Context: an optimization exercise on an open-source flow, tuned for small area. The choices shown serve that exercise and are no tape-out recipe.
In this exercise RTL edits were held to simulation tests only and were not proved equivalent to the original.
Power and IR drop assume default switching activity.

## v56
==> flow/design.v (excerpt) <==
module  top (clk,reset,data1,data2,data3,data4,data5,data6,data7,data8,data9,data10,data11,data12,data13,data14,data15,data16,data17,data18,data19,data20,
	dataen1,dataen2,dataen3,dataen4,dataen5,dataen6,dataen7,dataen8,dataen9,dataen10,dataen11,dataen12,dataen13,dataen14,dataen15,dataen16,dataen17,dataen18,dataen19,dataen20,
	datao1,datao2,datao3,datao4,datao5,datao6,datao7,datao8,datao9,datao10,datao11,datao12,datao13,datao14,datao15,datao16,datao17,datao18,datao19,datao20);
export LEC_CHECK = 0
export CAP_MARGIN = 35
export CELL_PAD_IN_SITES_DETAIL_PLACEMENT = 0
export CELL_PAD_IN_SITES_GLOBAL_PLACEMENT = 0
export CORE_MARGIN = 2
export CORE_UTILIZATION = 65
export CTS_BUF_LIST = sky130_fd_sc_hd__clkbuf_16
export CTS_CLUSTER_DIAMETER = 80
export CTS_CLUSTER_SIZE = 22
export PLACE_DENSITY = 0.75
export SLEW_MARGIN = 35
create_clock -name core_clock -period 8.0 [get_ports {clk}]
standard.sh (not shown) runs the stock make flow with config.mk's settings and CLKGATE_MAP_FILE= SYNTH_SCRIPT=/design/flow/synth_recipe.tcl, a recipe that flattens the netlist after the stock synthesis.
==> flow/flow/run.sh <==
#!/bin/bash
# The standard layout (standard.sh) with two changes:
#  - every input and output port is buffered by a sky130_fd_sc_hd__buf_1
#    (buffer_ports otherwise picks clkdlybuf4s50_1, 2.7x larger);
#  - synthesis maps with an area-oriented ABC script (flow/synth_area.tcl, flow/area.abc).
set -euo pipefail
export BUFFER_PORTS_ARGS="-buffer_cell sky130_fd_sc_hd__buf_1"
work=$(pwd)
sed "s#SYNTH_SCRIPT=[^ ]*#SYNTH_SCRIPT=$work/flow/synth_area.tcl#" standard.sh > flow_standard.sh
bash flow_standard.sh > standard.log 2>&1
==> flow/flow/area.abc <==
&get -n
&st
&dch
&nf -R 1000 -E 10
&put
&get -n
&st
&dch
&nf -R 1000 -E 10
&put
==> flow/flow/synth_area.tcl <==
# The standard flow's synthesis script (synth_recipe.tcl, in the work folder) unchanged, except that
# ABC's technology mapping uses the area-oriented script area.abc beside this file.
set ::area_abc_script [file join [file dirname [file normalize [info script]]] area.abc]
proc abc {args} {
  set i [lsearch -exact $args -script]
  if { $i >= 0 } {
    lset args [expr { $i + 1 }] $::area_abc_script
  }
  yosys abc {*}$args
}
source [file join [file dirname [file dirname [file normalize [info script]]]] synth_recipe.tcl]
Relative to v56, the following input files were edited for v40:
- removing CTS_CLUSTER_DIAMETER (formerly 80)
- removing CTS_BUF_LIST (formerly sky130_fd_sc_hd__clkbuf_16)
- changing CELL_PAD_IN_SITES_GLOBAL_PLACEMENT from 0 to 1
- changing PLACE_DENSITY from 0.75 to 0.6
- removing CTS_CLUSTER_SIZE (formerly 22)
- changing CORE_UTILIZATION from 65 to 50
==> flow/run.sh (new file) <==
#!/bin/bash
# synth_recipe.tcl (not shown) runs the flow's synth.tcl, then flattens the netlist and writes it again
# the make line also repeats each setting of config.mk as NAME=value (left out here)
make -C /OpenROAD-flow-scripts/flow DESIGN_CONFIG=/design/flow/config.mk WORK_HOME=/design/flow/orfs CLKGATE_MAP_FILE= SYNTH_SCRIPT=/design/flow/synth_recipe.tcl finish
removed: flow/flow/run.sh
removed: flow/flow/area.abc
removed: flow/flow/synth_area.tcl
removed: flow/standard.sh
## What came out
- v56 completed every stage of the flow, and the final layout passed the timing, DRC and antenna checks.
- v40 went all the way through the flow, and no timing, DRC or antenna check failed.
- Compared with v56, in v40 met2 layer usage reported by global route went down by 13 points; number of buffers added on ports was more or less identical; count of inverters other than clock inverters in the layout went down by 37.
- First-pass iteration count of the detailed router delta for v40 relative to v56: 3 lower
- Where final design area excluding fillers is concerned, v56 is better than v40.
- v56 vs v40, standard cell with the maximum stage delay on the critical path: a221o_1 vs nor3b_4
- Re minimum hold slack: v40 and v56 aren't equal, and the lower value belongs to v40.
- [v40] worst path required time fell 0.07 ns relative to v56
#### Input delta (v3 over v40)
- CTS_CLUSTER_SIZE now 22, previously not set
- CTS_BUF_LIST now sky130_fd_sc_hd__clkbuf_16, previously not set
- CORE_UTILIZATION now 75, was 50
- CTS_CLUSTER_DIAMETER now 80, previously not set
- CELL_PAD_IN_SITES_GLOBAL_PLACEMENT now 0, was 1
- PLACE_DENSITY now 0.85, was 0.6
==> flow/flow/run.sh (new file) <==
#!/bin/bash
# The standard layout (standard.sh) with two changes:
#  - every input and output port is buffered by a sky130_fd_sc_hd__buf_1
#    (buffer_ports otherwise picks clkdlybuf4s50_1, 2.7x larger);
#  - synthesis maps with an area-oriented ABC script (flow/synth_area.tcl, flow/area.abc).
set -euo pipefail
export BUFFER_PORTS_ARGS="-buffer_cell sky130_fd_sc_hd__buf_1"
work=$(pwd)
sed "s#SYNTH_SCRIPT=[^ ]*#SYNTH_SCRIPT=$work/flow/synth_area.tcl#" standard.sh > flow_standard.sh
bash flow_standard.sh > standard.log 2>&1
==> flow/flow/area.abc (new file) <==
&get -n
&st
&dch
&nf -R 1000 -E 10
&put
&get -n
&st
&dch
&nf -R 1000 -E 10
&put
==> flow/flow/synth_area.tcl (new file) <==
# The standard flow's synthesis script (synth_recipe.tcl, in the work folder) unchanged, except that
# ABC's technology mapping uses the area-oriented script area.abc beside this file.
set ::area_abc_script [file join [file dirname [file normalize [info script]]] area.abc]
proc abc {args} {
  set i [lsearch -exact $args -script]
  if { $i >= 0 } {
    lset args [expr { $i + 1 }] $::area_abc_script
  }
  yosys abc {*}$args
}
source [file join [file dirname [file dirname [file normalize [info script]]]] synth_recipe.tcl]
==> flow/standard.sh (new file) <==
#!/bin/bash
# synth_recipe.tcl (not shown) runs the flow's synth.tcl, then flattens the netlist and writes it again
# the make line also repeats each setting of config.mk as NAME=value (left out here)
make -C /OpenROAD-flow-scripts/flow DESIGN_CONFIG=/design/flow/config.mk WORK_HOME=/design/flow/orfs CLKGATE_MAP_FILE= SYNTH_SCRIPT=/design/flow/synth_recipe.tcl "${@:-finish}"
removed: flow/run.sh
## What came out
Across both runs, power per cell area was lower for v3 than for v40.
First-pass detailed-route iteration total: v3 vs v40 up 9
Taking v3 as 1.0, v40 lands at 0.926 on maximum fanout along the worst path.
Modified inputs, v4 compared to v3
- PLACE_DENSITY changed from 0.85 to 0.75
- CORE_UTILIZATION changed from 75 to 65
- CTS_CLUSTER_SIZE removed (was 22)
- CTS_CLUSTER_DIAMETER removed (was 80)
- CTS_BUF_LIST changed from sky130_fd_sc_hd__clkbuf_16 to sky130_fd_sc_hd__clkbuf_4
==> flow/flow/run.sh <==
#!/bin/bash
export BUFFER_PORTS_ARGS="-buffer_cell sky130_fd_sc_hd__buf_1"
bash standard.sh > standard.log 2>&1
removed: flow/flow/area.abc
removed: flow/flow/synth_area.tcl
### Flow results
Number of antenna cells inserted is lower on v4
Re cell count after placement: v4 is 1289 up on v3.
The core of v4 is less densely filled than that of v3.
Relative max-transition margin was lower in v3 than in v4.
On v4: final setup slack of the worst path is 1.11 ns higher than what v3 gave.
Summary of v4 over v3: final worst-path cycle share lower; largest net degree at the start of global routing lower.
v3 | stages: all done | timing, DRC, antenna: all pass
v4 finished end to end and its layout was clean on timing, DRC and antenna.

Setup of run 1:
top, a different RTL version from the one above (not shown whole).
For scale: roughly 7900 cells after synthesis, roughly 3000 flip-flops, ~1300 I/O pins, ~0.11 sq mm of cells after synthesis.
Settings: LEC_CHECK=0, CAP_MARGIN=35, CELL_PAD_IN_SITES_DETAIL_PLACEMENT=0, CELL_PAD_IN_SITES_GLOBAL_PLACEMENT=0, CORE_MARGIN=2, CORE_UTILIZATION=65, CTS_BUF_LIST=sky130_fd_sc_hd__clkbuf_16, CTS_CLUSTER_DIAMETER=80, CTS_CLUSTER_SIZE=22, PLACE_DENSITY=0.75, SLEW_MARGIN=35; clock period 8.0 ns.
==> flow/flow/run.sh <==
#!/bin/bash
# The standard layout (standard.sh) with two changes:
#  - every input and output port is buffered by a sky130_fd_sc_hd__buf_1
#    (buffer_ports otherwise picks clkdlybuf4s50_1, 2.7x larger);
#  - synthesis maps with an area-oriented ABC script (flow/synth_area.tcl, flow/area.abc).
set -euo pipefail
export BUFFER_PORTS_ARGS="-buffer_cell sky130_fd_sc_hd__buf_1"
work=$(pwd)
sed "s#SYNTH_SCRIPT=[^ ]*#SYNTH_SCRIPT=$work/flow/synth_area.tcl#" standard.sh > flow_standard.sh
bash flow_standard.sh > standard.log 2>&1
==> flow/flow/area.abc <==
&get -n
&st
&dch -f
&nf -R 1000 -E 10 -p
&put
&get -n
&st
&dch -f
&nf -R 1000 -E 10 -p
&put
&get -n
&st
&dch -f
&nf -R 1000 -E 10 -p
&put
&get -n
&st
&dch -f
&nf -R 1000 -E 10 -p
&put
==> flow/flow/synth_area.tcl <==
# The standard flow's synthesis script (synth_recipe.tcl, in the work folder) unchanged, except that
# ABC's technology mapping uses the area-oriented script area.abc beside this file.
set ::area_abc_script [file join [file dirname [file normalize [info script]]] area.abc]
proc abc {args} {
  set i [lsearch -exact $args -script]
  if { $i >= 0 } {
    lset args [expr { $i + 1 }] $::area_abc_script
  }
  yosys abc {*}$args
}
source [file join [file dirname [file dirname [file normalize [info script]]]] synth_recipe.tcl]
Run 1 | status: complete | timing, DRC, antenna: pass
--- input diff run 1..run 2 ---
- CTS_CLUSTER_DIAMETER now 90, was 80
- CTS_CLUSTER_SIZE now 25, was 22
- GPL_TIMING_DRIVEN now 0, previously not set
==> notes.md <==
Worst ir drop on vdd went up slightly going from run 1 to run 2. Compared with run 1, run 2 shows global-route wire length before repair higher by 1.0%. Fraction of area in registers: run 2 < run 1.
Relative to run 2, the following input files were edited for run 3:
- swapping 35 for 15 in CAP_MARGIN
- clearing GPL_TIMING_DRIVEN, which used to be 0
- swapping 65 for 70 in CORE_UTILIZATION
- swapping 0.75 for 0.8 in PLACE_DENSITY
- swapping 90 for 50 in CTS_CLUSTER_DIAMETER
- swapping 25 for 30 in CTS_CLUSTER_SIZE
- swapping 35 for 15 in SLEW_MARGIN
--- outcome ---
In run 3 the implementation completed, yet the final layout does not meet the checks, the culprit being slew limit. Run 2 vs run 3, worst setup path endpoint: r_datao4_p[8] vs r_datao4_p[11]. Across both runs, data arrival at the endpoint of the critical path was higher for run 3 than for run 2. Run 3: post-layout net count 143 below run 2. Sequential power of run 2 is on par with run 3. Clock period minus worst slack: run 3 worse than run 2.
Input-level comparison between run 4 and run 3:
- CORE_UTILIZATION: 70 -> 65
- PLACE_DENSITY: 0.8 -> 0.75
- CTS_BUF_LIST: sky130_fd_sc_hd__clkbuf_16 -> sky130_fd_sc_hd__clkbuf_8
- CAP_MARGIN: 15 -> 25
- CTS_CLUSTER_SIZE: 30 -> 14
- SLEW_MARGIN: 15 -> 25
The flow did not stop early for run 4: all stages ran, and the layout cleared the timing, DRC and antenna checks.
Relative to run 3, number of cells on the critical path decreased by 1 in run 4.
Run 4 vs run 3: total power down by a few percent
| part of the total power dissipated in the clock network | higher: run 3 |
On final setup slack of the worst path, run 3 loses to run 4.

top again, from the RTL that the note above started with.
Settings: LEC_CHECK=0, CAP_MARGIN=25, CELL_PAD_IN_SITES_DETAIL_PLACEMENT=0, CELL_PAD_IN_SITES_GLOBAL_PLACEMENT=0, CORE_MARGIN=2, CORE_UTILIZATION=70, CTS_BUF_LIST=sky130_fd_sc_hd__clkbuf_16, CTS_CLUSTER_DIAMETER=90, CTS_CLUSTER_SIZE=25, PLACE_DENSITY=0.8, SLEW_MARGIN=25; clock period 8.0 ns.
Scripts as last shown in full above: flow/flow/run.sh, flow/flow/area.abc, flow/flow/synth_area.tcl
The first run finished with timing, DRC and antenna clean.
Then changed:
Settings changed: CORE_UTILIZATION 70 to 65, PLACE_DENSITY 0.8 to 0.75.
Power stays flat.
Wire length increases slightly.
Global-route usage went down by 3.1 points.
Then changed:
Settings changed: CAP_MARGIN 25 to 35, SLEW_MARGIN 25 to 35.
Effect: The changed run ran to the end with no violations. Clock-buffer cell count is lower by 1. Setup slack stays flat. Worst hold slack is worse by 0.0070 ns. Via count barely changes. Routed wire length is lower by 0.49%. Maximum frequency is about the same. Clock skew is higher by 0.0033 ns.

[what the ideal ports hide]
The results above use ideal ports. As a check the final layouts listed here were re-extracted and re-timed, cells and wires unchanged. Step 1 sets driving cells, clkbuf_16 on the clock port and buf_2 on the other inputs (assumed; they add their load-dependent delay and slew). Step 2 also shifts input and output timing later by t, the mid clock arrival at the registers, as if the neighbouring blocks saw the same clock. Three values: no drivers, after step 1, after step 2; two values: the first two.
| run | t, ns | setup slack, ns | worst setup path at the end | clock arrival spread, ns |
|---|---|---|---|---|
| v56 | 0.956 | 3.253 / 3.253 / 2.486 | input to register | 0.032 / 0.031 |
| v40 | 1.056 | 3.494 / 3.560 / 2.504 | input to register | 0.048 / 0.048 |
| v3 | 0.965 | 2.708 / 2.708 / 2.351 | input to register | 0.043 / 0.044 |
| v4 | 1.603 | 3.815 / 3.815 / 2.986 | input to register | 0.140 / 0.140 |
| run 1 | 0.959 | 3.209 / 3.283 / 2.324 | input to register | 0.053 / 0.053 |
| run 2 | 0.937 | 2.771 / 2.851 / 1.914 | input to register | 0.042 / 0.042 |
| run 3 | 0.990 | 2.346 / 2.413 / 1.424 | input to register | 0.061 / 0.061 |
| run 4 | 1.188 | 3.180 / 3.251 / 2.063 | input to register | 0.074 / 0.074 |
| the first run of note 3 | 0.923 | 2.837 / 2.904 / 1.981 | input to register | 0.045 / 0.045 |
| the second run of note 3 | 0.956 | 3.024 / 3.101 / 2.144 | input to register | 0.037 / 0.037 |
| the third run of note 3 | 0.940 | 3.023 / 3.095 / 2.155 | input to register | 0.038 / 0.038 |
The setup slack of run 4, which loses most, moves by +0.071 ns with the drivers and by -1.117 ns with both steps.
